This design comes from an exercise in tuning for small area and a short achievable clock period on the open sky130 flow, not from production work. RTL that was checked went through simulation tests only; none was proved equivalent to the original. For runs 1 to 5, only the layout was checked, not whether the RTL still works. Power figures rest on the tool's default switching activity, not on a simulated workload.

==> design.v <==
`timescale 1ns/1ps
module Radix_2_div #(
parameter[3:0]	DSIZE	= 15,
parameter[3:0]	PSIZE	= 15
)(
	input				clock,
	input				rst,
	input [DSIZE-1:0]	divisor,
	input [DSIZE-1:0]	dividend,
	output[PSIZE-1:0]	quotient,
	output[3:0]			quoexp
);
localparam [15:0] FOLD = 16'b0010_0100_1001_0000;
function integer pend;	 
	input integer t;
	integer k;
	begin
		pend = 1;
		for (k = 2; k <= t; k = k + 1)
			pend = FOLD[k] ? 1 : pend + 1;
	end
endfunction
function [14:0] srt_step;
	input [14:0] z;
	input pos, neg;
	input [13:0] d;
	reg [14:0] dx, op;
	reg [15:0] s;
	begin
		dx = {1'b1, d};
		op = ({15{pos}} & ~dx) | ({15{neg}} & dx);
		s = {z, 1'b1} + {op, pos};
		srt_step = s[15:1];
	end
endfunction
reg	[14:0]	n1, d1;
always @(posedge clock) begin
	n1	<= dividend;
	d1	<= divisor;
end
wire [15:0]	y0 = {d1, 1'b0};
wire		s3 = ~|y0[15:8];
wire [15:0]	y1 = s3 ? {y0[7:0], 8'b0} : y0;
wire		s2 = ~|y1[15:12];
wire [15:0]	y2 = s2 ? {y1[11:0], 4'b0} : y1;
wire		s1 = ~|y2[15:14];
wire [15:0]	y3 = s1 ? {y2[13:0], 2'b0} : y2;
wire		s0 = ~y3[15];
wire [15:0]	y4 = s0 ? {y3[14:0], 1'b0} : y3;
reg	[14*15-1:0]	Zf;	 
reg	[14:0]		Pf, Nf;	 
reg	[14*14-1:0]	Df;	 
reg	[15*4-1:0]	Ef;	 
reg	[15*15-1:0]	Bf;	 
reg	[15*15-1:0]	Lf;	 
always @(posedge clock) begin
	Zf[0 +: 15]	<= n1;
	Pf[0]		<= n1[14];
	Nf[0]		<= 1'b0;
	Df[0 +: 14]	<= y4[14:1];
	Ef[0 +: 4]	<= {s3, s2, s1, s0};
end
genvar t;
generate
for (t = 1; t <= 14; t = t + 1) begin: STEP
	wire [14:0]	Z	= (t == 1) ? Zf[0 +: 15] : {Zf[(t-1)*15 +: 14], 1'b0};
	wire		pos	= Pf[t-1];
	wire		neg	= Nf[t-1];
	wire [14:0]	S	= srt_step(Z, pos, neg, Df[(t-1)*14 +: 14]);
	always @(posedge clock) begin
		Ef[t*4 +: 4]	<= Ef[(t-1)*4 +: 4];
		Pf[t]			<= ~S[14] &  S[13];
		Nf[t]			<=  S[14] & ~S[13];
	end
	if (t < 14) begin: KEEPZ
		always @(posedge clock) begin
			Zf[t*15 +: 14]	<= S[13:0];
			Df[t*14 +: 14]	<= Df[(t-1)*14 +: 14];
		end
	end else begin: LASTZ
	end
	if (t == 1) begin: QFIRST
		always @(posedge clock) begin
			Bf[15 +: 1]	<= pos | neg;
			Lf[15 +: 1]	<= neg;
		end
	end else if (FOLD[t]) begin: QFOLD
		localparam integer P = pend(t-1);
		wire [t-2:0]	Bp	= Bf[(t-1)*15 +: t-1];
		wire [P-1:0]	Lp	= Lf[(t-1)*15 +: P];
		wire [t-2:0]	Bn	= Bp - {Lp, 1'b0};
		always @(posedge clock) begin
			Bf[t*15 +: t]	<= {Bn, pos | neg};
			Lf[t*15 +: 1]	<= neg;
		end
	end else begin: QSHIFT
		localparam integer P = pend(t-1);
		always @(posedge clock) begin
			Bf[t*15 +: t]		<= {Bf[(t-1)*15 +: t-1], pos | neg};
			Lf[t*15 +: P+1]	<= {Lf[(t-1)*15 +: P], neg};
		end
	end
end
endgenerate
localparam integer PL = pend(14);
wire		pos0	= Pf[14];
wire		neg0	= Nf[14];
wire [14:0]	Qfin	= {Bf[14*15 +: 14], pos0 | neg0} - {Lf[14*15 +: PL], neg0, 1'b0};
reg	[4:0]	cnt;
always @(posedge clock, posedge rst) begin
	if (rst)			cnt	<= 5'd0;
	else if (!cnt[4])	cnt	<= cnt + 5'd1;
end
reg	[14:0]	Qu;
reg	[3:0]	exp;
always @(posedge clock, posedge rst) begin
	if (rst) begin
		Qu	<= 15'd0;
		exp	<= 4'd0;
	end else begin
		Qu	<= cnt[4] ? Qfin : 15'd0;
		exp	<= cnt[4] ? Ef[14*4 +: 4] : 4'd0;
	end
end
assign	quotient	= Qu;
assign	quoexp		= exp;
endmodule
==> run.sh <==
#!/bin/bash
# synth_recipe.tcl (not shown) runs the flow's synth.tcl, then flattens the netlist and writes it again
# the make line also repeats each setting of config.mk as NAME=value (left out here)
make -C /OpenROAD-flow-scripts/flow DESIGN_CONFIG=/design/flow/config.mk WORK_HOME=/design/flow/orfs CLKGATE_MAP_FILE= SYNTH_SCRIPT=/design/flow/synth_recipe.tcl finish
==> config.mk <==
export PLATFORM = sky130hd
export DESIGN_NAME = Radix_2_div
export DESIGN_NICKNAME = Radix_2_div
export VERILOG_FILES = /design/flow/design.v
export SDC_FILE = /design/flow/constraint.sdc
export NUM_CORES = 4
export LEC_CHECK = 0
export CAP_MARGIN = 20
export CORE_MARGIN = 2
export CORE_UTILIZATION = 40
export SETUP_SLACK_MARGIN = 1.7
export SLEW_MARGIN = 20
==> constraint.sdc <==
create_clock -name core_clock -period 4.0 [get_ports {clock}]
set_input_delay 0.8000 -clock core_clock [delete_from_list [all_inputs] [get_ports {clock}]]
set_output_delay 0.8000 -clock core_clock [all_outputs]
set_load 0.01 [all_outputs]
==> results of run 1 <==
[through the flow]
step / total power [mW] / utilization / hold WS, ps / std cells
2_1_floorplan: 20.1 / - / 309 / 2316
3_3_place_gp: 22.6 / 0.431 / 310 / 3186
3_5_place_dp: 22.9 / 0.431 / 312 / 3186
4_1_cts: 31.4 / 0.494 / 319 / 3381
5_1_grt: 36.1 / 0.521 / 316 / 3465
6_report: 33.7 / 0.521 / 318 / 3465
[power by group]
group,switching [mW],internal [mW]
Sequential,1.33,9.01
Clock,2.70,3.98
Combinational,8.23,8.45
Total,12.3,21.4
[path summary, 6_finish.rpt]
kind / startpoint / end / slack (ps)
setup / recovery: Pf[13]$_DFF_P_ / Nf[14]$_DFF_P_ / 1620
setup reg to reg: Pf[13]$_DFF_P_ / Nf[14]$_DFF_P_ / 1620
min in group asynchronous: rst / Qu[0]$_DFF_PP0_ / 670
max in group asynchronous: rst / cnt[1]$_DFFE_PP0N_ / 2790
hold reg to reg: Bf[79]$_DFF_P_ / STEP[7].genblk2.QFOLD.Bp[5]$_DFF_P_ / 320
hold / removal: Bf[79]$_DFF_P_ / STEP[7].genblk2.QFOLD.Bp[5]$_DFF_P_ / 320
[routing by layer]
metal / wire length, µm / vias up
li1: - / 8710
met1: 23100 / 8340
met2: 27900 / 282
met3: 1780 / 105
met4: 1620 / 0
met5: 0 / -
[cell type report]
cell class | count | area [µm²] | area share
clock buffer | 93 | 1970 | 0.0587
tap | 855 | 1070 | 0.0319
sequential | 664 | 13500 | 0.404
multi-input combinational | 1552 | 14500 | 0.433
timing repair buffer | 199 | 1680 | 0.0502
inverter | 65 | 251 | 0.00750
clock inverter | 37 | 493 | 0.0147
[worst register-to-register path, stage by stage (launching register included)]
cell     delay (ps)
dfxtp_4         380
mux2_4          290
ha_4            220
a21o_1          160
a21o_1          180
a21oi_2         180
o21ai_2          80
or3_1           370
mux2_4          280
o211a_1         130
[kinds of logic after synthesis]
| logic type | Yosys count | share of synthesized area |
|---|---|---|
| buffers and inverters | 100 | 0.0159 |
| flip-flops | 664 | 0.515 |
| XOR/XNOR | 203 | 0.0683 |
| AO/OA/AOI/OAI | 489 | 0.122 |
| adder cells (fa/ha/maj) | 214 | 0.104 |
| multiplexers | 205 | 0.0881 |
| AND/OR/NAND/NOR | 441 | 0.0860 |
[synthesized netlist by cell type, drive strengths merged (21+ instances only)]
cell type  number  area share
dfxtp         640        0.49
ha            209        0.10
mux2          186       0.081
a21oi         152       0.029
xnor2         112       0.038
nand2         106       0.015
xor2           91       0.031
nor2           89       0.013
o21ai          87       0.017
inv            65      0.0096
a21o           62       0.018
nor3           43      0.0085
nor2b          35      0.0084
nand3          33      0.0063
clkbuf         31      0.0045
nand2b         30      0.0072
o21bai         30      0.0087
o21a           25      0.0072
a31oi          24      0.0058
dfrtp          24       0.023
and3           21      0.0051
[sequential cells by signal (all words and copies together), names as in the netlist]
signal                 count
Nf                        14
Bf                        75
Df                       196
STEP.genblk2.QFOLD.Lp     11
Ef                        60
d1                        15
Pf                        14
n1                        15
STEP.Z                   197
exp                        4
STEP.genblk2.QFOLD.Bp     30
Qu                        15
cnt                        5
Lf                        13
[timing repair]
item | CTS | global route
pin swaps | 67 | 112
setup endpoints to repair | 124 | 68
gates resized for setup | 251 | 264
buffers inserted | 65 | 84
==> flow_metrics.py, run 1 <==
metrics = {
    "global_routing": {
        "busiest_layer": "met2",
        "overflow": 0,
        "grt_use_met3": 0.0247,
        "grt_pass1_vias": 17400,
        "antenna_found_initial": 0,
        "use_met1": 0.175,
        "grt_usage": 0.151,
        "grt_pass1_wl_mm": 83.6,
        "grt_max_degree": 25,
        "met2_usage": 0.274,
    },
    "setup_path": {
        "cp_slowest_stage_delay_ps": 380,
        "arrival_ps": 2890,
        "critical_path_class": "reg -> reg",
        "worst-path-buf-inv": 0,
        "cp.required_ps": 4510,
        "r2r_cells": 9,
        "cp-start-kind": "flip-flop",
        "cp_top_family": "compound AO/OA/AOI/OAI gates",
        "crit_path_max_fanout": 7,
        "crit_chain": "mux2_4, ha_4, a21o_1, a21o_1, a21oi_2, o21ai_2, or3_1, mux2_4, o211a_1",
        "crit_path_end_kind": "flip-flop",
        "cp.depth": 9,
        "cp_slowest_cell": "dfxtp_4",
    },
    "cts": {
        "cts_tree": "done",
        "clock_path_buffers": 3,
        "cts_hold_buf": 0,
        "root_buffer": "clkbuf_16",
        "tritoncts.num_buffers": 70,
        "cts_max_level": 3,
        "clkSlewWorstSetupHoldPaths_ps": 60,
        "insertion_delay_ps": 620,
        "clock_sinks": 664,
    },
    "route": {
        "vias": 17400,
        "drt-initial-drc-count": 568,
        "first_pass_iters": 6,
        "drt_wl_total_mm": 54.4,
        "viasPerCell": 5.03,
        "drc": 0,
        "drtAntennaViolNets": 0,
        "wire_per_inst_um": 15.7,
    },
    "finish": {
        "syn_to_final_growth_pct": 28.8,
        "nets": 2798,
        "drive_above_1_share": 0.318,
        "antenna_cells": 0,
        "fill_cells": 5395,
        "stdcell_area_mm2": 0.0335,
        "layout_commonest_cell": "dfxtp_1",
        "layout_common_cells": "581 x dfxtp_1, 157 x mux2_2, 125 x buf_4",
    },
    "timing": {
        "drv_slew": 0,
        "worst-slew-pin-transition_ps": 856,
        "min_period_over_period": 0.595,
        "maxSlewHeadroom": 0.429,
        "fin_crit_ps": 2380,
        "rsz0062_at_grt": "yes",
        "fmax_mhz": 420,
        "fin_tns_setup_ps": 0,
        "setup_viol": 0,
        "final_hold_viol_count": 0,
        "clock_skew_ps": 34.3,
        "setup_slack_ps": 1620,
    },
    "die": {
        "die_w_um": 259,
        "die-area_mm2": 0.0671,
        "die_h_um": 259,
        "start_util": 0.404,
        "num_rows": 93,
        "boundaryPins": 51,
        "core_area_mm2": 0.0643,
    },
    "synth": {
        "synth_area_mm2": 0.0260,
        "synth_nets": 2562,
        "ys_ff_latch": 664,
        "netlist_instances": 2316,
        "synthArstFlopShare": 0.0361,
        "synth_edf_count": 0,
        "ys.flop_type": "dfxtp_1",
        "syn_avg_cell_area_um2": 11.2,
        "yosysWarningCount": 1,
        "synth.distinct_cells": 80,
        "ys_seq_area_frac": 0.515,
    },
    "placement": {
        "portBuffers": 50,
        "place_hpwl_mm": 35.4,
        "postPlaceCellArea_mm2": 0.0277,
        "post-place-ws_ps": 1120,
        "gp_congestion": 0.807,
    },
    "min_path": {
        "hold_path_depth": 0,
        "hold_path.class": "reg -> reg",
    },
    "power_and_ir_drop": {
        "cellPowerDensity_mw_per_mm2": 1010,
        "leakagePower_nw": 14.3,
        "peakVddDrop_uv": 426,
    },
    "run_status": {
        "status": "complete, no violations",
    },
    "run": {
        "cap_violations": 0,
    },
}
==> run 2: changes to the inputs <==
--- a/config.mk
+++ b/config.mk
@@ -9,4 +9,4 @@
 export CORE_MARGIN = 2
 export CORE_UTILIZATION = 40
-export SETUP_SLACK_MARGIN = 1.7
+export SETUP_SLACK_MARGIN = 2.1
 export SLEW_MARGIN = 20
==> flow_metrics.py, run 2 <==
metrics = {
    "power_and_ir_drop": {
        "p_sw_mw": 13.7,
        "p_sw_frac": 0.363,
        "leakagePower_nw": 15.5,
        "power_frac_comb": 0.550,
        "p_int_mw": 24.1,
        "power_frac_clock": 0.174,
        "sequentialPowerShare": 0.276,
        "cellPowerDensity_mw_per_mm2": 1030,
        "peakVddDrop_uv": 456,
        "power.total_mw": 37.9,
    },
    "synth": {
        "ys.flop_type": "dfxtp_1",
        "yosys-mux-area-fraction": 0.0881,
        "synth_nets": 2562,
        "synth_area_mm2": 0.0260,
        "synthSimpleGateAreaFrac": 0.0860,
        "synthAdderAreaFrac": 0.104,
        "synth_area_leaders": "dfxtp_1 49%, ha_1 10%, mux2_2 8.0%, xnor2_1 3.8%, xor2_1 3.1%",
        "yosys-top-cells-count": "640 x dfxtp_1, 209 x ha_1, 184 x mux2_2",
        "synth_compound_area_frac": 0.122,
        "synth_top_family_by_area": "compound AO/OA/AOI/OAI gates",
        "ys_seq_area_frac": 0.515,
        "synth.most_common_cell": "dfxtp_1",
        "netlist_instances": 2316,
        "ys_ff_latch": 664,
        "yosys.area.top_type": "dfxtp_1",
        "synthArstFlopShare": 0.0361,
        "synth.distinct_cells": 80,
        "synth_top_area_frac": 0.492,
        "synth_edf_count": 0,
        "syn_avg_cell_area_um2": 11.2,
        "yosysWarningCount": 1,
        "synth_xor_area_frac": 0.0683,
    },
    "route": {
        "first_pass_iters": 4,
        "wire_per_inst_um": 15.9,
        "vias": 18200,
        "drt-initial-drc-count": 627,
        "drc": 0,
        "drt_wl_total_mm": 57.6,
        "viasPerCell": 5.02,
        "drtAntennaViolNets": 0,
    },
    "min_path": {
        "hold_path.class": "reg -> reg",
        "hold_start": "Bf[63]$_DFF_P_",
        "whs_endpoint": "Bf[79]$_DFF_P_",
        "hold_path_depth": 0,
    },
    "setup_path": {
        "rr_endpoint": "Pf[1]$_DFF_P_",
        "crit_path_end_kind": "flip-flop",
        "critPathLaunch": "STEP[1].Z[14]$_DFF_P_",
        "cp.required_ps": 4500,
        "arrival_ps": 2910,
        "cp-start-kind": "flip-flop",
        "cp_slowest_stage_delay_ps": 390,
        "r2r_slack_ps": 1590,
        "crit_chain": "buf_6, nor2b_4, ha_4, or3_4, o221a_4, a2111oi_4, or2_4, o311ai_4, and3_1",
        "critical_path_class": "reg -> reg",
        "r2r_cells": 9,
        "crit_path_max_fanout": 7,
        "cp_slowest_cell": "or3_4",
        "r2r-start": "STEP[1].Z[14]$_DFF_P_",
    },
    "cts": {
        "clock_path_buffers": 3,
        "insertion_delay_ps": 620,
        "cts_tree": "done",
        "clkSlewWorstSetupHoldPaths_ps": 60,
        "root_buffer": "clkbuf_16",
        "clock_sinks": 664,
        "tritoncts.num_buffers": 70,
        "cts_max_level": 3,
    },
    "placement": {
        "portBuffers": 50,
        "dp.cells": 3186,
        "gp_congestion": 0.821,
        "postPlaceCellArea_mm2": 0.0291,
        "place_hpwl_mm": 34.9,
    },
    "timing": {
        "rsz0062_at_grt": "yes",
        "fin_crit_ps": 2410,
        "hold_slack_ps": 319,
        "drv_slew": 0,
        "setup_viol": 0,
        "fmax_mhz": 415,
        "fin_tns_setup_ps": 0,
        "min_period_over_period": 0.602,
        "worst-slew-pin-transition_ps": 912,
        "maxSlewHeadroom": 0.391,
        "clock_skew_ps": 48.9,
        "final_hold_viol_count": 0,
    },
    "die": {
        "die_w_um": 259,
        "num_rows": 93,
        "die-area_mm2": 0.0671,
        "die_h_um": 259,
        "core_area_mm2": 0.0643,
        "boundaryPins": 51,
        "start_util": 0.404,
    },
    "run": {
        "cap_violations": 0,
    },
    "finish": {
        "layout_commonest_cell": "dfxtp_1",
        "largest_register_ffs": 197,
        "drive_above_1_share": 0.441,
        "nets": 2955,
        "instances_no_fill": 3621,
        "layout_common_cells": "572 x dfxtp_1, 208 x buf_4, 135 x mux2_2",
        "syn_to_final_growth_pct": 41.8,
        "stdcell_area_mm2": 0.0369,
        "antenna_cells": 0,
    },
    "global_routing": {
        "grt_usage": 0.165,
        "grt_pass1_vias": 18900,
        "overflow": 0,
        "grt_pass1_wl_mm": 91.0,
        "antenna_found_initial": 0,
        "grt_max_degree": 25,
    },
    "run_status": {
        "status": "complete, no violations",
    },
}
[run 2: cell counts after synthesis]
Identical to the previous run, type by type.
[run 2: worst max-delay path: cells and delay by family (launching register included)]
kind	cells	cell delay (ps)
AOI/OAI and AO/OA	3	730
buffers and inverters	1	140
adders and majority gates	1	160
and+or+nand+nor	4	890
DFF	1	370
[run 2: timing repair]
item,CTS,global route
gates resized for setup,447,290
pin swaps,168,179
buffers inserted,202,103
cloned,0,1
setup endpoints to repair,161,182
hold buffers,0,0
[run 2: power by group through the flow]
stage	combinational [mW]	clock, mW	sequential [mW]
after global routing	22.6	7.08	10.7
final	20.8	6.60	10.5
after CTS	18.0	6.78	10.5
after floorplan	11.8	0	10.0
after global placement	13.6	0	10.6
after detailed placement	13.9	0	10.6
[run 2: cells by family after synthesis]
family,after synthesis
adder cells (fa/ha/maj),214
AND/OR/NAND/NOR,441
flip-flops,664
multiplexers,205
AO/OA/AOI/OAI,489
XOR/XNOR,203
buffers and inverters,100
[run 2: final cells by class]
type                    count  area (µm²)
clock buffers              98        2030
clock inverters            31         392
fillers                  5073       27400
inverters                  65         256
multi-input cells        1552       16400
flip-flops and latches    664       13600
well taps                 855        1070
repair buffers            355        3140
repair inverters            1        8.76
[run 2: worst max path at each step]
| stage | endpoint |
|---|---|
| floorplan | Pf[1]$_DFF_P_ |
| global placement | Df[6]$_DFF_P_ |
| detailed placement | Df[6]$_DFF_P_ |
| CTS | Pf[1]$_DFF_P_ |
| global route | Pf[1]$_DFF_P_ |
| finish | Pf[1]$_DFF_P_ |
[run 2: per-layer routing]
metal  track usage  part of all wire
met1         0.172              0.39
met2         0.318              0.54
met3        0.0280             0.028
met4        0.0740             0.038
met5             0                 0
[run 2: per-stage QoR]
| stage | setup WS (ps) | util |
|---|---|---|
| after global placement | 1250 | 0.452 |
| final | 1590 | 0.574 |
| after CTS | 1590 | 0.540 |
| after detailed placement | 1200 | 0.452 |
| after floorplan | 1700 | - |
| after global routing | 1520 | 0.574 |
==> run 3: changes to the inputs <==
--- a/config.mk
+++ b/config.mk
@@ -9,4 +9,5 @@
 export CORE_MARGIN = 2
 export CORE_UTILIZATION = 40
-export SETUP_SLACK_MARGIN = 2.1
+export CTS_BUF_LIST = sky130_fd_sc_hd__clkbuf_4
+export SETUP_SLACK_MARGIN = 1.4
 export SLEW_MARGIN = 20
==> flow_metrics.py, run 3 <==
metrics = {
    "synth": {
        "synth_area_leaders": "dfxtp_1 49%, ha_1 10%, mux2_2 8.0%, xnor2_1 3.8%, xor2_1 3.1%",
        "synth_nets": 2562,
        "synthAdderAreaFrac": 0.104,
        "synth.most_common_cell": "dfxtp_1",
        "yosys-top-cells-count": "640 x dfxtp_1, 209 x ha_1, 184 x mux2_2",
        "syn_avg_cell_area_um2": 11.2,
        "synthSimpleGateAreaFrac": 0.0860,
        "synth_top_family_by_area": "compound AO/OA/AOI/OAI gates",
        "synthArstFlopShare": 0.0361,
        "synth_edf_count": 0,
        "synth_top_area_frac": 0.492,
        "netlist_instances": 2316,
        "synth.distinct_cells": 80,
        "ys.flop_type": "dfxtp_1",
        "yosys-mux-area-fraction": 0.0881,
        "yosysWarningCount": 1,
        "ys_seq_area_frac": 0.515,
        "yosys.area.top_type": "dfxtp_1",
        "ys_ff_latch": 664,
        "synth_compound_area_frac": 0.122,
        "synth_area_mm2": 0.0260,
        "synth_xor_area_frac": 0.0683,
    },
    "timing": {
        "clock_skew_ps": 54.8,
        "drv_slew": 0,
        "hold_slack_ps": 245,
        "maxSlewHeadroom": 0.428,
        "fin_crit_ps": 2530,
        "worst-slew-pin-transition_ps": 857,
        "fin_tns_setup_ps": 0,
        "setup_viol": 0,
        "fmax_mhz": 395,
        "final_hold_viol_count": 0,
        "rsz0062_at_grt": "yes",
        "min_period_over_period": 0.633,
    },
    "cts": {
        "insertion_delay_ps": 1000,
        "clock_sinks": 664,
        "clock_path_buffers": 3,
        "cts_max_level": 4,
        "root_buffer": "clkbuf_4",
        "clkSlewWorstSetupHoldPaths_ps": 70,
        "cts_tree": "done",
        "tritoncts.num_buffers": 164,
        "cts_hold_buf": 0,
    },
    "route": {
        "wire_per_inst_um": 13.8,
        "first_pass_iters": 5,
        "drtAntennaViolNets": 0,
        "drt_wl_total_mm": 48.0,
        "drc": 0,
        "drt-initial-drc-count": 643,
        "vias": 17200,
        "viasPerCell": 4.93,
    },
    "global_routing": {
        "antenna_found_initial": 2,
        "grt_pass1_wl_mm": 80.8,
        "grt_usage": 0.145,
        "overflow": 0,
        "grt_max_degree": 25,
        "grt_pass1_vias": 17800,
    },
    "power_and_ir_drop": {
        "cellPowerDensity_mw_per_mm2": 944,
        "leakagePower_nw": 13.4,
        "peakVddDrop_uv": 323,
        "power.total_mw": 28.4,
    },
    "run": {
        "cap_violations": 0,
    },
    "die": {
        "boundaryPins": 51,
        "die-area_mm2": 0.0671,
        "die_w_um": 259,
        "core_area_mm2": 0.0643,
        "num_rows": 93,
        "start_util": 0.404,
        "die_h_um": 259,
    },
    "finish": {
        "layout_commonest_cell": "dfxtp_1",
        "postLayoutCoreUtil": 0.467,
        "largest_register_ffs": 197,
        "drive_above_1_share": 0.223,
        "syn_to_final_growth_pct": 15.4,
        "stdcell_area_mm2": 0.0300,
        "layout_common_cells": "609 x dfxtp_1, 222 x clkbuf_4, 200 x ha_1",
        "nets": 2760,
    },
    "placement": {
        "gp_congestion": 0.827,
        "postPlaceCellArea_mm2": 0.0274,
        "place_hpwl_mm": 34.5,
        "portBuffers": 50,
    },
    "min_path": {
        "hold_path.class": "in -> reg",
    },
    "setup_path": {
        "crit_path_end_kind": "flip-flop",
        "cp-start-kind": "flip-flop",
        "arrival_ps": 3440,
        "crit_path_max_fanout": 17,
        "critical_path_class": "reg -> reg",
        "cp.required_ps": 4910,
    },
    "run_status": {
        "status": "complete, no violations",
    },
}
## run 3: cell counts after synthesis
Identical to the previous run, type by type.
## run 3: metrics by stage
step / setup slack (ps) / instances
6_report: 1470 / 3483
5_1_grt: 1380 / 3483
4_1_cts: 1370 / 3461
3_5_place_dp: 1080 / 3186
3_3_place_gp: 1080 / 3186
2_1_floorplan: 1500 / 2316
## run 3: worst max-delay path, cell delays in order, from the launching register on
cell,delay (ps)
dfxtp_4,410
mux2_2,280
ha_1,310
a21o_1,170
a21o_1,180
a21oi_2,140
o21ai_1,120
or3_1,360
mux2_2,300
a211oi_2,210
## run 3: final timing paths
| check | startpoint | to | slack [ps] | depth (start not counted) |
|---|---|---|---|---|
| min | dividend[10] | n1[10]$_DFF_P_ | 240 | 1 |
| max reg2reg | Nf[13]$_DFF_P_ | Pf[14]$_DFF_P_ | 1470 | 9 |
| min in group asynchronous | rst | Qu[2]$_DFF_PP0_ | 290 | 2 |
| min reg2reg | Bf[166]$_DFF_P_ | STEP[13].genblk2.QFOLD.Bp[2]$_DFF_P_ | 280 | 0 |
| max | Nf[13]$_DFF_P_ | Pf[14]$_DFF_P_ | 1470 | 9 |
| max in group asynchronous | rst | exp[0]$_DFF_PP0_ | 3170 | 2 |
## run 3: cells by family (layout without fill, tap and decap cells)
group	count (synthesis)	after routing
mux	205	205
flops	664	664
xor+xnor	203	203
simple gates	441	441
buf+inv	100	406
compound gates	489	489
other cells	0	6
fa+ha+maj	214	214
## run 3: power breakdown
part	leakage (nW)	switching, mW	internal [mW]	total, mW
sequential	5.68	1.24	8.98	10.2
combinational	6.52	6.77	6.14	12.9
clock	1.17	2.60	2.66	5.26
## run 3: layer usage
| metal | GRT usage | part of all wire | vias up |
|---|---|---|---|
| li1 | - | - | 8732 |
| met1 | 0.154 | 0.42 | 8019 |
| met2 | 0.262 | 0.51 | 302 |
| met3 | 0.0368 | 0.041 | 108 |
| met4 | 0.0777 | 0.029 | 0 |
| met5 | 0 | 0 | - |
## run 3: cell type report
cell class | count | area, µm²
flip-flops and latches | 664 | 13500
repair buffers | 67 | 633
fillers | 5916 | 34300
multi-input cells | 1552 | 12600
clock buffers | 222 | 1670
diodes | 6 | 15.0
inverters | 65 | 249
well taps | 855 | 1070
clock inverters | 52 | 294
## run 3: what timing repair did
item                                    4_1_cts  5_1_grt
endpoints found under the setup margin       81       51
gates resized for setup                      70       79
pin swaps                                     3       22
setup buffers                                 1       16
==> run 4: changes to the inputs <==
--- a/config.mk
+++ b/config.mk
@@ -9,5 +9,5 @@
 export CORE_MARGIN = 2
 export CORE_UTILIZATION = 40
-export CTS_BUF_LIST = sky130_fd_sc_hd__clkbuf_4
+export CTS_BUF_LIST = sky130_fd_sc_hd__clkbuf_8
 export SETUP_SLACK_MARGIN = 1.4
 export SLEW_MARGIN = 20
==> flow_metrics.py, run 4 <==
metrics = {
    "route": {
        "drc": 0,
        "drt-initial-drc-count": 540,
        "viasPerCell": 4.92,
        "vias": 16700,
        "drt_wl_total_mm": 47.6,
        "first_pass_iters": 5,
        "wire_per_inst_um": 14.0,
        "drtAntennaViolNets": 0,
    },
    "synth": {
        "synthArstFlopShare": 0.0361,
        "ys_seq_area_frac": 0.515,
        "syn_avg_cell_area_um2": 11.2,
        "synth.most_common_cell": "dfxtp_1",
        "synth_area_leaders": "dfxtp_1 49%, ha_1 10%, mux2_2 8.0%, xnor2_1 3.8%, xor2_1 3.1%",
        "synth_area_mm2": 0.0260,
        "yosysWarningCount": 1,
        "ys_ff_latch": 664,
        "yosys.area.top_type": "dfxtp_1",
        "synth_edf_count": 0,
        "synth_nets": 2562,
        "synth.distinct_cells": 80,
        "synth_top_area_frac": 0.492,
        "netlist_instances": 2316,
        "yosys-top-cells-count": "640 x dfxtp_1, 209 x ha_1, 184 x mux2_2",
        "ys.flop_type": "dfxtp_1",
    },
    "cts": {
        "clock_path_buffers": 3,
        "cts_tree": "done",
        "tritoncts.num_buffers": 105,
        "clock_sinks": 664,
        "cts_max_level": 3,
        "insertion_delay_ps": 690,
        "root_buffer": "clkbuf_8",
        "cts_hold_buf": 0,
        "clkSlewWorstSetupHoldPaths_ps": 70,
    },
    "timing": {
        "fin_crit_ps": 2520,
        "clock_skew_ps": 32.9,
        "worst-slew-pin-transition_ps": 854,
        "fmax_mhz": 396,
        "final_hold_viol_count": 0,
        "min_period_over_period": 0.631,
        "maxSlewHeadroom": 0.430,
        "setup_viol": 0,
        "rsz0062_at_grt": "yes",
        "setup_slack_ps": 1480,
        "fin_tns_setup_ps": 0,
        "drv_slew": 0,
    },
    "global_routing": {
        "grt_use_met3": 0.0310,
        "antenna_found_initial": 1,
        "use_met1": 0.157,
        "overflow": 0,
        "busiest_layer": "met2",
        "grt_usage": 0.142,
        "grt_max_degree": 25,
        "grt_pass1_wl_mm": 79.9,
        "grt_pass1_vias": 17300,
        "met2_usage": 0.262,
    },
    "setup_path": {
        "arrival_ps": 3110,
        "cp.required_ps": 4580,
        "crit_path_max_fanout": 19,
        "rr_endpoint": "Pf[1]$_DFF_P_",
        "crit_path_end_kind": "flip-flop",
        "cp-start-kind": "flip-flop",
        "r2r_slack_ps": 1480,
        "r2r_cells": 9,
        "critical_path_class": "reg -> reg",
        "r2r-start": "STEP[1].Z[14]$_DFF_P_",
    },
    "die": {
        "core_area_mm2": 0.0643,
        "die-area_mm2": 0.0671,
        "die_h_um": 259,
        "boundaryPins": 51,
        "start_util": 0.404,
        "die_w_um": 259,
        "num_rows": 93,
    },
    "power_and_ir_drop": {
        "peakVddDrop_uv": 383,
        "power.total_mw": 29.0,
        "cellPowerDensity_mw_per_mm2": 957,
        "leakagePower_nw": 13.4,
    },
    "run_status": {
        "status": "complete, no violations",
    },
    "min_path": {
        "whs_endpoint": "STEP[13].genblk2.QFOLD.Bp[1]$_DFF_P_",
        "hold_path.class": "reg -> reg",
        "hold_path_depth": 0,
        "hold_start": "Bf[165]$_DFF_P_",
    },
    "finish": {
        "postLayoutCoreUtil": 0.471,
        "drive_above_1_share": 0.194,
        "largest_register_ffs": 197,
        "nets": 2701,
        "layout_commonest_cell": "dfxtp_1",
        "syn_to_final_growth_pct": 16.5,
        "fill_cells": 5768,
        "layout_common_cells": "613 x dfxtp_1, 204 x ha_1, 184 x mux2_2",
    },
    "placement": {
        "post-place-ws_ps": 1080,
        "portBuffers": 50,
        "place_hpwl_mm": 34.5,
        "gp_congestion": 0.827,
    },
    "run": {
        "cap_violations": 0,
    },
}
==> run 4: per-layer routing <==
layer	vias up	wire, µm
met3	118	1660
met1	7813	20300
met2	259	24200
met5	-	0
li1	8526	-
met4	0	1440
==> run 4: logic make-up after synthesis <==
group	count (synthesis)	synth area share
fa+ha+maj	214	0.104
simple gates	441	0.0860
flops	664	0.515
buf+inv	100	0.0159
compound gates	489	0.122
xor+xnor	203	0.0683
mux	205	0.0881
==> run 4: layout make-up <==
cell class / instances / area [µm²] / share of cell area
multi-input cells: 1552 / 12600 / 0.416
well taps: 855 / 1070 / 0.0353
diodes: 2 / 5.00 / 0.000165
flip-flops and latches: 664 / 13500 / 0.444
repair buffers: 67 / 653 / 0.0215
inverters: 65 / 249 / 0.00821
clock buffers: 131 / 1800 / 0.0595
clock inverters: 60 / 449 / 0.0148
==> run 4: repair_timing <==
action                     4_1_cts  5_1_grt
gates resized for setup         45       73
buffers inserted                 1       16
gates cloned                     0        0
setup endpoints to repair       64       56
pin swaps                        3       18
==> run 4: through the flow <==
step / instances / hold WS [ps] / area, µm²
after floorplan: 2316 / 310 / 26000
after global placement: 3186 / 310 / 27400
after detailed placement: 3186 / 312 / 27400
after CTS: 3378 / 305 / 29800
after global routing: 3396 / 302 / 30300
final: 3396 / 309 / 30300
==> run 4: worst max-delay path by stage <==
stage / from / to / slack (ps) / depth (start not counted)
floorplan: Pf[11]$_DFF_P_ / Nf[12]$_DFF_P_ / 1500 / 10
global placement: STEP[1].Z[14]$_DFF_P_ / Pf[1]$_DFF_P_ / 1080 / 9
detailed placement: Nf[13]$_DFF_P_ / Pf[14]$_DFF_P_ / 1080 / 9
CTS: STEP[1].Z[14]$_DFF_P_ / Pf[1]$_DFF_P_ / 1330 / 9
global route: STEP[1].Z[14]$_DFF_P_ / Pf[1]$_DFF_P_ / 1340 / 9
finish: STEP[1].Z[14]$_DFF_P_ / Pf[1]$_DFF_P_ / 1480 / 9
==> run 4: power by group <==
part	switching (mW)	internal, mW	total [mW]
registers	1.24	8.97	10.2
logic	6.74	6.17	12.9
clock network	2.60	3.31	5.91
==> run 4: critical path, stage by stage, from the launching register on <==
cell and delay, ps:
dfxtp_4 410, nor2b_1 170, fa_1 400, a21o_1 180, a21oi_2 230, o21ai_2 120
a2111oi_4 410, or2_4 220, o311ai_4 120, and3_1 170
==> run 5: changes to the inputs <==
--- a/config.mk
+++ b/config.mk
@@ -10,4 +10,6 @@
 export CORE_UTILIZATION = 40
 export CTS_BUF_LIST = sky130_fd_sc_hd__clkbuf_8
+export CTS_CLUSTER_DIAMETER = 60
+export CTS_CLUSTER_SIZE = 16
 export SETUP_SLACK_MARGIN = 1.4
 export SLEW_MARGIN = 20
==> flow_metrics.py, run 5 <==
metrics = {
    "global_routing": {
        "grt_pass1_vias": 16700,
        "met2_usage": 0.260,
        "antenna_found_initial": 1,
        "use_met1": 0.157,
        "busiest_layer": "met2",
        "overflow": 0,
        "grt_pass1_wl_mm": 78.0,
        "grt_max_degree": 25,
        "grt_usage": 0.138,
        "grt_use_met3": 0.0243,
    },
    "cts": {
        "clkSlewWorstSetupHoldPaths_ps": 100,
        "root_buffer": "clkbuf_8",
        "clock_path_buffers": 3,
        "cts_max_level": 2,
        "clock_sinks": 664,
        "tritoncts.num_buffers": 52,
        "insertion_delay_ps": 680,
        "cts_tree": "done",
    },
    "setup_path": {
        "critical_path_class": "reg -> reg",
        "crit_chain": "mux2_2, ha_1, a21o_1, a21o_1, a21oi_2, o21ai_1, or3_1, mux2_2, a211oi_2",
        "crit_path_end_kind": "flip-flop",
        "r2r_cells": 9,
        "cp.required_ps": 4590,
        "cp_slowest_cell": "dfxtp_4",
        "crit_path_max_fanout": 9,
        "arrival_ps": 3120,
        "cp_slowest_stage_delay_ps": 390,
        "r2r_slack_ps": 1470,
        "cp-start-kind": "flip-flop",
    },
    "route": {
        "vias": 16400,
        "viasPerCell": 4.97,
        "drt-initial-drc-count": 664,
        "drtAntennaViolNets": 0,
        "first_pass_iters": 5,
        "wire_per_inst_um": 14.3,
        "drt_wl_total_mm": 47.1,
        "drc": 0,
    },
    "finish": {
        "nets": 2658,
        "multi_input_area_mm2": 0.0126,
        "postLayoutCoreUtil": 0.453,
        "seq_area_mm2": 0.0135,
        "syn_to_final_growth_pct": 11.9,
        "largest_register_ffs": 197,
        "drive_above_1_share": 0.171,
        "layout_commonest_cell": "dfxtp_1",
        "fill_cells": 5884,
        "layout_common_cells": "609 x dfxtp_1, 201 x ha_1, 184 x mux2_2",
    },
    "timing": {
        "fmax_mhz": 396,
        "setup_viol": 0,
        "fin_tns_setup_ps": 0,
        "rsz0062_at_grt": "yes",
        "clock_skew_ps": 33.3,
        "final_hold_viol_count": 0,
        "hold_slack_ps": 321,
        "fin_crit_ps": 2530,
        "maxSlewHeadroom": 0.430,
        "setup_slack_ps": 1470,
        "drv_slew": 0,
        "worst-slew-pin-transition_ps": 855,
        "min_period_over_period": 0.632,
    },
    "synth": {
        "synth_top_family_by_area": "compound AO/OA/AOI/OAI gates",
        "synthSimpleGateAreaFrac": 0.0860,
        "synth_area_leaders": "dfxtp_1 49%, ha_1 10%, mux2_2 8.0%, xnor2_1 3.8%, xor2_1 3.1%",
        "synth_area_mm2": 0.0260,
        "yosysWarningCount": 1,
        "synthArstFlopShare": 0.0361,
        "synth_edf_count": 0,
        "yosys.area.top_type": "dfxtp_1",
        "synth_top_area_frac": 0.492,
        "yosys-mux-area-fraction": 0.0881,
        "ys.flop_type": "dfxtp_1",
        "synth.distinct_cells": 80,
        "synthAdderAreaFrac": 0.104,
        "netlist_instances": 2316,
        "synth_nets": 2562,
        "synth_compound_area_frac": 0.122,
        "ys_seq_area_frac": 0.515,
        "synth_xor_area_frac": 0.0683,
        "ys_ff_latch": 664,
        "synth.most_common_cell": "dfxtp_1",
        "syn_avg_cell_area_um2": 11.2,
        "yosys-top-cells-count": "640 x dfxtp_1, 209 x ha_1, 184 x mux2_2",
    },
    "placement": {
        "post-place-ws_ps": 1080,
        "gp_congestion": 0.827,
        "place_hpwl_mm": 34.5,
        "portBuffers": 50,
    },
    "power_and_ir_drop": {
        "power.total_mw": 26.8,
        "peakVddDrop_uv": 335,
        "leakagePower_nw": 12.7,
        "cellPowerDensity_mw_per_mm2": 920,
    },
    "die": {
        "die-area_mm2": 0.0671,
        "core_area_mm2": 0.0643,
        "die_w_um": 259,
        "num_rows": 93,
        "boundaryPins": 51,
        "start_util": 0.404,
        "die_h_um": 259,
    },
    "min_path": {
        "hold_path.class": "reg -> reg",
        "hold_path_depth": 0,
    },
    "run_status": {
        "status": "complete, no violations",
    },
    "run": {
        "cap_violations": 0,
    },
}
[run 5: logic make-up (layout without fill, tap and decap cells)]
kind of cell | after synthesis | count (layout)
AO/OA/AOI/OAI | 489 | 489
XOR/XNOR | 203 | 203
adder cells (fa/ha/maj) | 214 | 214
buffers and inverters | 100 | 216
flip-flops | 664 | 664
multiplexers | 205 | 205
other | 0 | 2
AND/OR/NAND/NOR | 441 | 441
[run 5: path summary, 6_finish.rpt]
kind | from | end
max in group asynchronous | rst | Qu[14]$_DFF_PP0_
min in group asynchronous | rst | Qu[0]$_DFF_PP0_
worst max register to register | Nf[13]$_DFF_P_ | Pf[14]$_DFF_P_
worst min-delay path | n1[7]$_DFF_P_ | STEP[1].Z[7]$_DFF_P_
worst max-delay path | Nf[13]$_DFF_P_ | Pf[14]$_DFF_P_
worst min register to register | n1[7]$_DFF_P_ | STEP[1].Z[7]$_DFF_P_
[run 5: report_power, final]
group	switching (mW)	internal, mW	leakage, nW
Clock	2.15	1.46	0.513
Combinational	6.76	6.23	6.53
Sequential	1.22	8.97	5.68
[run 5: cell type report]
type	count	area share
flip-flops and latches	664	0.463
multi-input cells	1552	0.433
well taps	855	0.0367
clock buffers	53	0.0250
repair buffers	77	0.0246
clock inverters	21	0.00855
inverters	65	0.00855
diodes	2	0.000172
[run 5: worst max-delay path, delay by kind of cell, from the launching register on]
kind / cells / cell delay (ps)
adders and majority gates: 1 / 310
DFF: 1 / 390
muxes: 2 / 570
and+or+nand+nor: 1 / 360
AOI/OAI and AO/OA: 5 / 810
[run 5: what timing repair did]
item | in CTS | in global routing
endpoints found under the setup margin | 63 | 53
hold buffers | 0 | 0
buffers inserted | 1 | 26
pin swaps | 3 | 26
resized for setup | 51 | 78
[run 5: routing by layer]
| metal | wire [µm] | part of all wire | vias up |
|---|---|---|---|
| li1 | - | - | 8374 |
| met2 | 24300 | 0.51 | 201 |
| met4 | 1260 | 0.027 | 0 |
| met5 | 0 | 0 | - |
| met1 | 20100 | 0.43 | 7684 |
| met3 | 1460 | 0.031 | 96 |
[run 5: stage by stage]
stage / area (µm²) / std cells
after floorplan: 26000 / 2316
after global placement: 27400 / 3186
after detailed placement: 27400 / 3186
after CTS: 28600 / 3261
after global routing: 29100 / 3288
final: 29100 / 3289
==> run 6: changes to the inputs <==
--- a/design.v
+++ b/design.v
@@ -39,13 +39,12 @@
 	d1	<= divisor;
 end
-wire [15:0]	y0 = {d1, 1'b0};
-wire		s3 = ~|y0[15:8];
-wire [15:0]	y1 = s3 ? {y0[7:0], 8'b0} : y0;
-wire		s2 = ~|y1[15:12];
-wire [15:0]	y2 = s2 ? {y1[11:0], 4'b0} : y1;
-wire		s1 = ~|y2[15:14];
-wire [15:0]	y3 = s1 ? {y2[13:0], 2'b0} : y2;
-wire		s0 = ~y3[15];
-wire [15:0]	y4 = s0 ? {y3[14:0], 1'b0} : y3;
+reg	[3:0]	ne;
+integer		k;
+always @(*) begin
+	ne = 4'd15;
+	for (k = 0; k < 15; k = k + 1)
+		if (d1[k]) ne = 14 - k;
+end
+wire [14:0]	nd = d1 << ne;
 reg	[14*15-1:0]	Zf;	 
 reg	[14:0]		Pf, Nf;	 
@@ -58,6 +57,6 @@
 	Pf[0]		<= n1[14];
 	Nf[0]		<= 1'b0;
-	Df[0 +: 14]	<= y4[14:1];
-	Ef[0 +: 4]	<= {s3, s2, s1, s0};
+	Df[0 +: 14]	<= nd[13:0];
+	Ef[0 +: 4]	<= ne;
 end
 genvar t;
--- a/config.mk
+++ b/config.mk
@@ -6,10 +6,9 @@
 export NUM_CORES = 4
 export LEC_CHECK = 0
+export ABC_AREA = 1
 export CAP_MARGIN = 20
 export CORE_MARGIN = 2
 export CORE_UTILIZATION = 40
-export CTS_BUF_LIST = sky130_fd_sc_hd__clkbuf_8
-export CTS_CLUSTER_DIAMETER = 60
-export CTS_CLUSTER_SIZE = 16
+export CTS_BUF_LIST = sky130_fd_sc_hd__clkbuf_4
 export SETUP_SLACK_MARGIN = 1.4
 export SLEW_MARGIN = 20
==> flow_metrics.py, run 6 <==
metrics = {
    "timing": {
        "rsz0062_at_grt": "yes",
        "fmax_mhz": 413,
        "fin_crit_ps": 2420,
        "maxSlewHeadroom": 0.406,
        "setup_viol": 0,
        "hold_slack_ps": 247,
        "clock_skew_ps": 49.2,
        "final_hold_viol_count": 0,
        "fin_tns_setup_ps": 0,
        "setup_slack_ps": 1580,
        "min_period_over_period": 0.605,
        "drv_slew": 0,
        "worst-slew-pin-transition_ps": 885,
    },
    "finish": {
        "syn_to_final_growth_pct": 15.4,
        "stdcell_area_mm2": 0.0291,
        "instances_no_fill": 3818,
        "drive_above_1_share": 0.135,
        "layout_common_cells": "617 x dfxtp_1, 525 x nand2_1, 233 x clkbuf_4",
        "largest_register_ffs": 197,
        "postLayoutCoreUtil": 0.464,
        "nets": 3106,
        "layout_commonest_cell": "dfxtp_1",
    },
    "setup_path": {
        "crit_path_end_kind": "flip-flop",
        "rr_endpoint": "STEP[11].Z[12]$_DFF_P_",
        "r2r_slack_ps": 1580,
        "cp-start-kind": "flip-flop",
        "critical_path_class": "reg -> reg",
        "r2r-start": "Pf[9]$_DFF_P_",
        "r2r_cells": 14,
        "cp.required_ps": 4800,
        "arrival_ps": 3220,
        "crit_path_max_fanout": 7,
    },
    "placement": {
        "post-place-ws_ps": 1150,
        "gp_congestion": 0.908,
        "place_hpwl_mm": 36.6,
        "postPlaceCellArea_mm2": 0.0266,
        "portBuffers": 50,
        "dp.cells": 3512,
    },
    "route": {
        "wire_per_inst_um": 12.6,
        "drtAntennaViolNets": 0,
        "drc": 0,
        "first_pass_iters": 5,
        "drt_wl_total_mm": 48.3,
        "viasPerCell": 4.65,
        "vias": 17800,
        "drt-initial-drc-count": 728,
    },
    "global_routing": {
        "grt_max_degree": 25,
        "grt_pass1_vias": 17900,
        "grt_usage": 0.154,
        "grt_pass1_wl_mm": 81.1,
        "antenna_found_initial": 2,
        "overflow": 0,
    },
    "run_status": {
        "status": "complete, no violations",
    },
    "cts": {
        "clock_path_buffers": 3,
        "insertion_delay_ps": 940,
        "cts_tree": "done",
        "root_buffer": "clkbuf_4",
        "cts_hold_buf": 0,
        "clock_sinks": 664,
        "clkSlewWorstSetupHoldPaths_ps": 60,
        "cts_max_level": 4,
        "tritoncts.num_buffers": 169,
    },
    "power_and_ir_drop": {
        "cellPowerDensity_mw_per_mm2": 938,
        "power.total_mw": 27.3,
        "peakVddDrop_uv": 368,
        "leakagePower_nw": 13.7,
    },
    "die": {
        "num_rows": 92,
        "core_area_mm2": 0.0627,
        "start_util": 0.402,
        "die_h_um": 255,
        "die_w_um": 255,
        "die-area_mm2": 0.0651,
        "boundaryPins": 51,
    },
    "synth": {
        "synth_area_mm2": 0.0252,
        "synth.most_common_cell": "dfxtp_1",
        "yosysWarningCount": 1,
        "ys_seq_area_frac": 0.532,
        "synth_top_area_frac": 0.508,
        "netlist_instances": 2652,
        "ys_ff_latch": 664,
        "ys.flop_type": "dfxtp_1",
        "yosys-top-cells-count": "640 x dfxtp_1, 525 x nand2_1, 209 x ha_1",
        "synth_area_leaders": "dfxtp_1 51%, ha_1 10%, nand2_1 7.8%, xor2_1 5.2%, o21ai_0 4.0%",
        "synth.distinct_cells": 47,
        "syn_avg_cell_area_um2": 9.51,
        "yosys.area.top_type": "dfxtp_1",
        "synthArstFlopShare": 0.0361,
        "synth_nets": 2898,
        "synth_edf_count": 0,
    },
    "run": {
        "cap_violations": 0,
    },
    "min_path": {
        "hold_path.class": "in -> async",
    },
}
==> run 6: changes by cell type in the layout (fill, tap and decap cells not counted), sizes merged, moves of 31 or more <==
cell | before | now
clkinv | 5 | 36
mux2 | 186 | 0
o21ai | 87 | 246
a21oi | 152 | 186
nand3 | 33 | 122
nand2 | 106 | 537
nor2b | 35 | 0
a21o | 62 | 4
inv | 76 | 212
xor2 | 91 | 150
clkbuf | 55 | 233
xnor2 | 112 | 67
==> run 6: power by group <==
group          internal [mW]  total, mW  switching (mW)
Clock                   3.12       5.63            2.51
Sequential              9.01       10.2            1.21
Combinational           4.74       11.5            6.71
Total                   16.9       27.3            10.4
==> run 6: repair_timing <==
| action | CTS | global route |
|---|---|---|
| endpoints found under the setup margin | 27 | 56 |
| resized for setup | 26 | 51 |
| pin swaps | 0 | 1 |
| setup buffers | 4 | 19 |
==> run 6: metal layers <==
metal,vias up,global-route usage,routed length (µm)
met2,304,0.278,24600
li1,9290,-,-
met4,0,0.0867,1590
met3,120,0.0376,1730
met1,8058,0.164,20400
met5,-,0,0
==> run 6: area by class of cell <==
type / instances / area, µm²
diodes: 4 / 10.0
clock buffers: 233 / 1750
clock inverters: 46 / 378
fillers: 6001 / 33600
inverters: 224 / 892
multi-input cells: 1728 / 10900
flip-flops and latches: 664 / 13400
well taps: 846 / 1060
repair buffers: 73 / 662
==> run 6: cell families after synthesis <==
logic type,after synthesis,synth area share
xor+xnor,217,0.0753
buf+inv,260,0.0391
fa+ha+maj,214,0.108
compound gates,515,0.119
simple gates,782,0.127
flops,664,0.532
==> run 6: critical path, stage by stage, from the launching register on <==
cell and delay [ps]:
dfxtp_2 400, clkinvlp_4 170, o21ai_0 200, ha_1 320
a21oi_1 170, nand2_1 90, nand2_1 70, nand2_1 90
a21oi_4 190, o21ai_1 110, nand3_1 80, nand2_1 80
nand3_1 80, nand2_1 60, xor2_1 150
==> run 6: worst max path at each step <==
stage / from / to / slack (ps) / cells after the start
after floorplan: Nf[11]$_DFF_P_ / STEP[13].Z[12]$_DFF_P_ / 1720 / 15
after global placement: STEP[1].Z[14]$_DFF_P_ / STEP[2].Z[12]$_DFF_P_ / 1260 / 15
after detailed placement: STEP[1].Z[14]$_DFF_P_ / STEP[2].Z[12]$_DFF_P_ / 1150 / 15
after CTS: STEP[1].Z[14]$_DFF_P_ / STEP[2].Z[12]$_DFF_P_ / 1360 / 15
after global routing: STEP[1].Z[14]$_DFF_P_ / STEP[2].Z[12]$_DFF_P_ / 1340 / 15
final: Pf[9]$_DFF_P_ / STEP[11].Z[12]$_DFF_P_ / 1580 / 14
==> run 7: changes to the inputs <==
--- a/config.mk
+++ b/config.mk
@@ -10,5 +10,7 @@
 export CORE_MARGIN = 2
 export CORE_UTILIZATION = 40
-export CTS_BUF_LIST = sky130_fd_sc_hd__clkbuf_4
-export SETUP_SLACK_MARGIN = 1.4
+export CTS_BUF_LIST = sky130_fd_sc_hd__clkbuf_8
+export CTS_CLUSTER_DIAMETER = 60
+export CTS_CLUSTER_SIZE = 16
+export SETUP_SLACK_MARGIN = 1.8
 export SLEW_MARGIN = 20
==> flow_metrics.py, run 7 <==
metrics = {
    "cts": {
        "clock_path_buffers": 3,
        "clock_sinks": 664,
        "insertion_delay_ps": 680,
        "tritoncts.num_buffers": 50,
        "cts_tree": "done",
        "cts_hold_buf": 0,
        "cts_max_level": 2,
        "clkSlewWorstSetupHoldPaths_ps": 100,
        "root_buffer": "clkbuf_8",
    },
    "route": {
        "viasPerCell": 4.77,
        "drt-initial-drc-count": 669,
        "drt_wl_total_mm": 53.7,
        "drc": 0,
        "vias": 18300,
        "drtAntennaViolNets": 0,
        "wire_per_inst_um": 14.0,
        "first_pass_iters": 5,
    },
    "synth": {
        "synthAdderAreaFrac": 0.108,
        "synthSimpleGateAreaFrac": 0.127,
        "yosysWarningCount": 1,
        "synth_top_family_by_area": "simple AND/OR/NAND/NOR gates",
        "yosys-mux-area-fraction": 0,
        "synth_area_leaders": "dfxtp_1 51%, ha_1 10%, nand2_1 7.8%, xor2_1 5.2%, o21ai_0 4.0%",
        "synth_area_mm2": 0.0252,
        "synth_top_area_frac": 0.508,
        "synth.most_common_cell": "dfxtp_1",
        "synthArstFlopShare": 0.0361,
        "synth_compound_area_frac": 0.119,
        "ys.flop_type": "dfxtp_1",
        "synth_edf_count": 0,
        "netlist_instances": 2652,
        "synth_nets": 2898,
        "ys_seq_area_frac": 0.532,
        "yosys-top-cells-count": "640 x dfxtp_1, 525 x nand2_1, 209 x ha_1",
        "syn_avg_cell_area_um2": 9.51,
        "yosys.area.top_type": "dfxtp_1",
        "ys_ff_latch": 664,
        "synth.distinct_cells": 47,
        "synth_xor_area_frac": 0.0753,
    },
    "run": {
        "cap_violations": 0,
    },
    "die": {
        "start_util": 0.402,
        "boundaryPins": 51,
        "die-area_mm2": 0.0651,
        "die_w_um": 255,
        "num_rows": 92,
        "die_h_um": 255,
        "core_area_mm2": 0.0627,
    },
    "timing": {
        "setup_viol": 0,
        "fin_tns_setup_ps": 0,
        "min_period_over_period": 0.564,
        "fmax_mhz": 443,
        "maxSlewHeadroom": 0.411,
        "final_hold_viol_count": 0,
        "worst-slew-pin-transition_ps": 878,
        "drv_slew": 0,
        "fin_crit_ps": 2260,
        "rsz0062_at_grt": "yes",
        "clock_skew_ps": 30.4,
    },
    "finish": {
        "drive_above_1_share": 0.245,
        "instances_no_fill": 3844,
        "nets": 3223,
        "largest_register_ffs": 197,
        "syn_to_final_growth_pct": 24.2,
        "layout_common_cells": "608 x dfxtp_1, 487 x nand2_1, 238 x buf_4",
        "layout_commonest_cell": "dfxtp_1",
    },
    "global_routing": {
        "grt_max_degree": 25,
        "grt_pass1_wl_mm": 81.0,
        "overflow": 0,
        "grt_pass1_vias": 17500,
        "antenna_found_initial": 1,
        "grt_usage": 0.152,
    },
    "min_path": {
        "hold_path.class": "reg -> reg",
        "hold_start": "Ef[35]$_DFF_P_",
    },
    "power_and_ir_drop": {
        "leakagePower_nw": 14.4,
        "peakVddDrop_uv": 314,
        "cellPowerDensity_mw_per_mm2": 940,
    },
    "setup_path": {
        "cp_slowest_stage_delay_ps": 400,
        "cp_slowest_cell": "dfxtp_4",
        "crit_chain": "clkinvlp_4, o21ai_2, ha_4, a21oi_2, a21boi_4, o21ai_2, a21boi_2, o21ai_2, nand3_2, nand2_1, nand2_1, nand2_2, nand2_1, inv_1",
        "critical_path_class": "reg -> reg",
        "arrival_ps": 2840,
        "crit_path_max_fanout": 5,
        "r2r-start": "Pf[3]$_DFF_P_",
        "critPathLaunch": "Pf[3]$_DFF_P_",
        "cp.required_ps": 4580,
        "crit_path_end_kind": "flip-flop",
        "cp-start-kind": "flip-flop",
    },
    "placement": {
        "dp.cells": 3512,
        "portBuffers": 50,
        "place_hpwl_mm": 36.7,
        "gp_congestion": 0.863,
    },
    "run_status": {
        "status": "complete, no violations",
    },
}
-- run 7: cell counts after synthesis --
Identical to the previous run, type by type.
-- run 7: area by class of cell --
class	count	area [µm²]
multi-input cells	1728	12500
well taps	846	1060
diodes	3	7.51
flip-flops and latches	664	13500
clock inverters	17	136
repair buffers	307	2480
inverters	224	916
repair inverters	2	13.8
fillers	5566	31400
clock buffers	53	729
-- run 7: where the power goes --
group / switching, mW / internal, mW
Combinational: 8.38 / 7.41
Sequential: 1.24 / 9.03
Clock: 2.08 / 1.30
-- run 7: through the flow --
step           cell area (µm²)  hold WS, ps   util  total power, mW  setup WS (ps)
2_1_floorplan            25200          310      -             18.8           1770
3_3_place_gp             26600          310  0.425             21.3           1250
3_5_place_dp             26600          312  0.425             21.6           1220
4_1_cts                  28400          331  0.453             26.0           1690
5_1_grt                  31300          329  0.499             31.7           1580
6_report                 31300          320  0.499             29.4           1740
-- run 7: per-layer routing --
| layer | vias to the layer above | part of all wire | global-route usage |
|---|---|---|---|
| li1 | 9390 | - | - |
| met1 | 8544 | 0.41 | 0.172 |
| met3 | 117 | 0.031 | 0.0230 |
| met2 | 278 | 0.53 | 0.282 |
| met4 | 0 | 0.034 | 0.0618 |
| met5 | - | 0 | 0 |
-- run 7: kinds of logic after synthesis --
group,Yosys count
compound gates,515
xor+xnor,217
fa+ha+maj,214
buf+inv,260
flops,664
simple gates,782
-- run 7: worst paths after layout --
| kind | end | slack, ps | cells after the start |
|---|---|---|---|
| worst max register to register | Pf[4]$_DFF_P_ | 1740 | 14 |
| min in group asynchronous | Qu[10]$_DFF_PP0_ | 500 | 2 |
| worst max-delay path | Pf[4]$_DFF_P_ | 1740 | 14 |
| worst min register to register | Ef[39]$_DFF_P_ | 320 | 0 |
| worst min-delay path | Ef[39]$_DFF_P_ | 320 | 0 |
| max in group asynchronous | Qu[4]$_DFF_PP0_ | 3070 | 2 |
-- run 7: worst max-delay path: cells and delay by family (launching register included) --
kind / cells / cell delay, ps
adder cells (fa/ha/maj): 1 / 240
flip-flops: 1 / 400
AO/OA/AOI/OAI: 6 / 1000
buffers and inverters: 2 / 190
AND/OR/NAND/NOR: 5 / 330
-- run 7: what timing repair did --
action | 4_1_cts | 5_1_grt
cloned | 1 | 3
pin swaps | 63 | 251
setup endpoints to repair | 127 | 95
gates resized for setup | 160 | 392
hold endpoints to repair | 0 | 0
setup buffers | 77 | 178
==> run 8: changes to the inputs <==
--- a/config.mk
+++ b/config.mk
@@ -13,4 +13,4 @@
 export CTS_CLUSTER_DIAMETER = 60
 export CTS_CLUSTER_SIZE = 16
-export SETUP_SLACK_MARGIN = 1.8
+export SETUP_SLACK_MARGIN = 2.0
 export SLEW_MARGIN = 20
==> flow_metrics.py, run 8 <==
metrics = {
    "setup_path": {
        "cp-start-kind": "flip-flop",
        "critical_path_class": "reg -> reg",
        "r2r-start": "Nf[11]$_DFF_P_",
        "arrival_ps": 2870,
        "crit_path_max_fanout": 8,
        "crit_path_end_kind": "flip-flop",
        "critPathLaunch": "Nf[11]$_DFF_P_",
        "cp.required_ps": 4660,
    },
    "die": {
        "num_rows": 92,
        "boundaryPins": 51,
        "die_h_um": 255,
        "start_util": 0.402,
        "die_w_um": 255,
        "die-area_mm2": 0.0651,
        "core_area_mm2": 0.0627,
    },
    "synth": {
        "synth_top_area_frac": 0.508,
        "synth_nets": 2898,
        "yosys.area.top_type": "dfxtp_1",
        "yosysWarningCount": 1,
        "ys.flop_type": "dfxtp_1",
        "yosys-top-cells-count": "640 x dfxtp_1, 525 x nand2_1, 209 x ha_1",
        "synth_area_leaders": "dfxtp_1 51%, ha_1 10%, nand2_1 7.8%, xor2_1 5.2%, o21ai_0 4.0%",
        "syn_avg_cell_area_um2": 9.51,
        "synth.distinct_cells": 47,
        "synth_edf_count": 0,
        "ys_seq_area_frac": 0.532,
        "synthArstFlopShare": 0.0361,
        "ys_ff_latch": 664,
        "synth.most_common_cell": "dfxtp_1",
        "netlist_instances": 2652,
        "synth_area_mm2": 0.0252,
    },
    "cts": {
        "tritoncts.num_buffers": 52,
        "insertion_delay_ps": 720,
        "clock_sinks": 664,
        "root_buffer": "clkbuf_8",
        "cts_max_level": 2,
        "clock_path_buffers": 3,
        "clkSlewWorstSetupHoldPaths_ps": 110,
        "cts_tree": "done",
    },
    "finish": {
        "layout_common_cells": "593 x dfxtp_1, 409 x nand2_1, 344 x buf_4",
        "nets": 3391,
        "fill_cells": 5100,
        "postLayoutCoreUtil": 0.550,
        "drive_above_1_share": 0.379,
        "largest_register_ffs": 197,
        "syn_to_final_growth_pct": 36.7,
        "layout_commonest_cell": "dfxtp_1",
    },
    "power_and_ir_drop": {
        "cellPowerDensity_mw_per_mm2": 980,
        "leakagePower_nw": 15.6,
        "peakVddDrop_uv": 384,
        "power.total_mw": 33.8,
    },
    "timing": {
        "worst-slew-pin-transition_ps": 916,
        "hold_slack_ps": 309,
        "maxSlewHeadroom": 0.386,
        "drv_slew": 0,
        "setup_viol": 0,
        "final_hold_viol_count": 0,
        "fmax_mhz": 453,
        "min_period_over_period": 0.552,
        "fin_tns_setup_ps": 0,
        "fin_crit_ps": 2210,
        "rsz0062_at_grt": "yes",
        "clock_skew_ps": 64.1,
    },
    "min_path": {
        "hold_path.class": "reg -> reg",
        "hold_start": "Bf[75]$_DFF_P_",
    },
    "placement": {
        "gp_congestion": 0.857,
        "portBuffers": 50,
        "place_hpwl_mm": 37.4,
    },
    "global_routing": {
        "grt_usage": 0.164,
        "antenna_found_initial": 1,
        "grt_pass1_vias": 18300,
        "grt_pass1_wl_mm": 86.8,
        "grt_max_degree": 25,
        "overflow": 0,
    },
    "route": {
        "first_pass_iters": 5,
        "vias": 19500,
        "drt-initial-drc-count": 771,
        "drt_wl_total_mm": 61.2,
        "drtAntennaViolNets": 0,
        "drc": 0,
        "wire_per_inst_um": 15.2,
        "viasPerCell": 4.84,
    },
    "run": {
        "cap_violations": 0,
    },
    "run_status": {
        "status": "complete, no violations",
    },
}
## run 8: cell types whose count changed in the layout (fill, tap and decap cells not counted), sizes merged, moves of 3 or more
cell and change:
clkdlybuf4s15 -5, clkinvlp -4, buf +186, clkbuf -3
clkinv +4, dlygate4sd2 -13, inv +8
## run 8: final timing paths
kind                       cells after the start  slack, ps                             endpoint
setup / recovery                              14       1790                       Pf[12]$_DFF_P_
hold / removal                                 0        310  STEP[7].genblk2.QFOLD.Bp[1]$_DFF_P_
setup reg to reg                              14       1790                       Pf[12]$_DFF_P_
hold reg to reg                                0        310  STEP[7].genblk2.QFOLD.Bp[1]$_DFF_P_
max in group asynchronous                      2       3060                     Qu[11]$_DFF_PP0_
min in group asynchronous                      2        480                      Qu[9]$_DFF_PP0_
## run 8: cells by family (layout without fill, tap and decap cells)
| kind of cell | count (synthesis) | in the layout | synth area share |
|---|---|---|---|
| simple gates | 782 | 783 | 0.127 |
| other cells | 0 | 2 | 0 |
| fa+ha+maj | 214 | 214 | 0.108 |
| buf+inv | 260 | 777 | 0.0391 |
| flops | 664 | 664 | 0.532 |
| compound gates | 515 | 515 | 0.119 |
| xor+xnor | 217 | 217 | 0.0753 |
## run 8: worst max-delay path, stage by stage, from the launching register on
cell      delay (ps)
dfxtp_4          420
buf_6            140
nand2_4           60
o21ai_4           60
ha_4             290
nand2_1           50
o21a_1           170
o21ai_2           90
a21boi_2         100
o21ai_2          170
nand2_2          100
o21ai_2          150
xor2_2           200
nand2_1          100
inv_2             60
## run 8: cell type report
type / count / area [µm²] / share of cell area
multi-input combinational: 1729 / 14000 / 0.406
sequential: 664 / 13500 / 0.393
timing repair buffer: 470 / 3920 / 0.114
tap: 846 / 1060 / 0.0307
inverter: 224 / 961 / 0.0279
clock buffer: 55 / 757 / 0.0219
clock inverter: 24 / 226 / 0.00657
timing repair inverter: 4 / 25.0 / 0.000726
antenna: 2 / 5.00 / 0.000145
## run 8: layer usage
layer / part of all wire / GRT usage / wire length (µm)
met2: 0.53 / 0.304 / 32200
met1: 0.40 / 0.187 / 24500
met4: 0.040 / 0.0652 / 2430
met3: 0.033 / 0.0274 / 2040
met5: 0 / 0 / 0
## run 8: timing repair
action / CTS / global route
buffers inserted: 229 / 188
pin swaps: 181 / 379
setup endpoints to repair: 150 / 142
resized for setup: 362 / 671
cloned: 3 / 5
hold buffers: 0 / 0
## run 8: per-stage QoR
| step | cells | setup WS, ps | area, µm² |
|---|---|---|---|
| after detailed placement | 3512 | 1500 | 26700 |
| after global routing | 4018 | 1600 | 34500 |
| after global placement | 3512 | 1540 | 26700 |
| final | 4018 | 1790 | 34500 |
| after CTS | 3823 | 1820 | 30300 |
| after floorplan | 2652 | 1910 | 25400 |
## run 8: where the power goes
part           switching, mW  total [mW]  internal (mW)
sequential              1.40        10.4           9.04
combinational           9.94        19.7           9.80
clock                   2.19        3.62           1.43

[port drivers added, routing unchanged]
Ports are ideal in the flow. The routed layouts listed here were re-timed in OpenROAD. Step 1 sets driving cells, clkbuf_16 on the clock port and buf_2 on the other inputs (assumed; they add their load-dependent delay and slew). Step 2, shift: input delay + t, output delay - t, t = (earliest + latest rising clock arrival at the registers) / 2. This alone moves slack from input paths to output paths. Slacks: ideal / step 1 / step 2; pairs: ideal / step 1.
| run | t, ns | setup WS [ns] | worst setup path after step 2 |
|---|---|---|---|
| run 1 | 0.661 | 1.619 / 1.619 / 1.619 | register to register |
| run 2 | 0.657 | 1.593 / 1.593 / 1.593 | register to register |
| run 3 | 1.028 | 1.466 / 1.466 / 1.466 | register to register |
| run 4 | 0.729 | 1.476 / 1.476 / 1.476 | register to register |
| run 5 | 0.712 | 1.473 / 1.473 / 1.473 | register to register |
| run 6 | 0.976 | 1.580 / 1.535 / 1.580 | register to register |
| run 7 | 0.716 | 1.743 / 1.743 / 1.743 | register to register |
| run 8 | 0.734 | 1.791 / 1.791 / 1.791 | register to register |
After both steps every run listed still meets setup and hold.
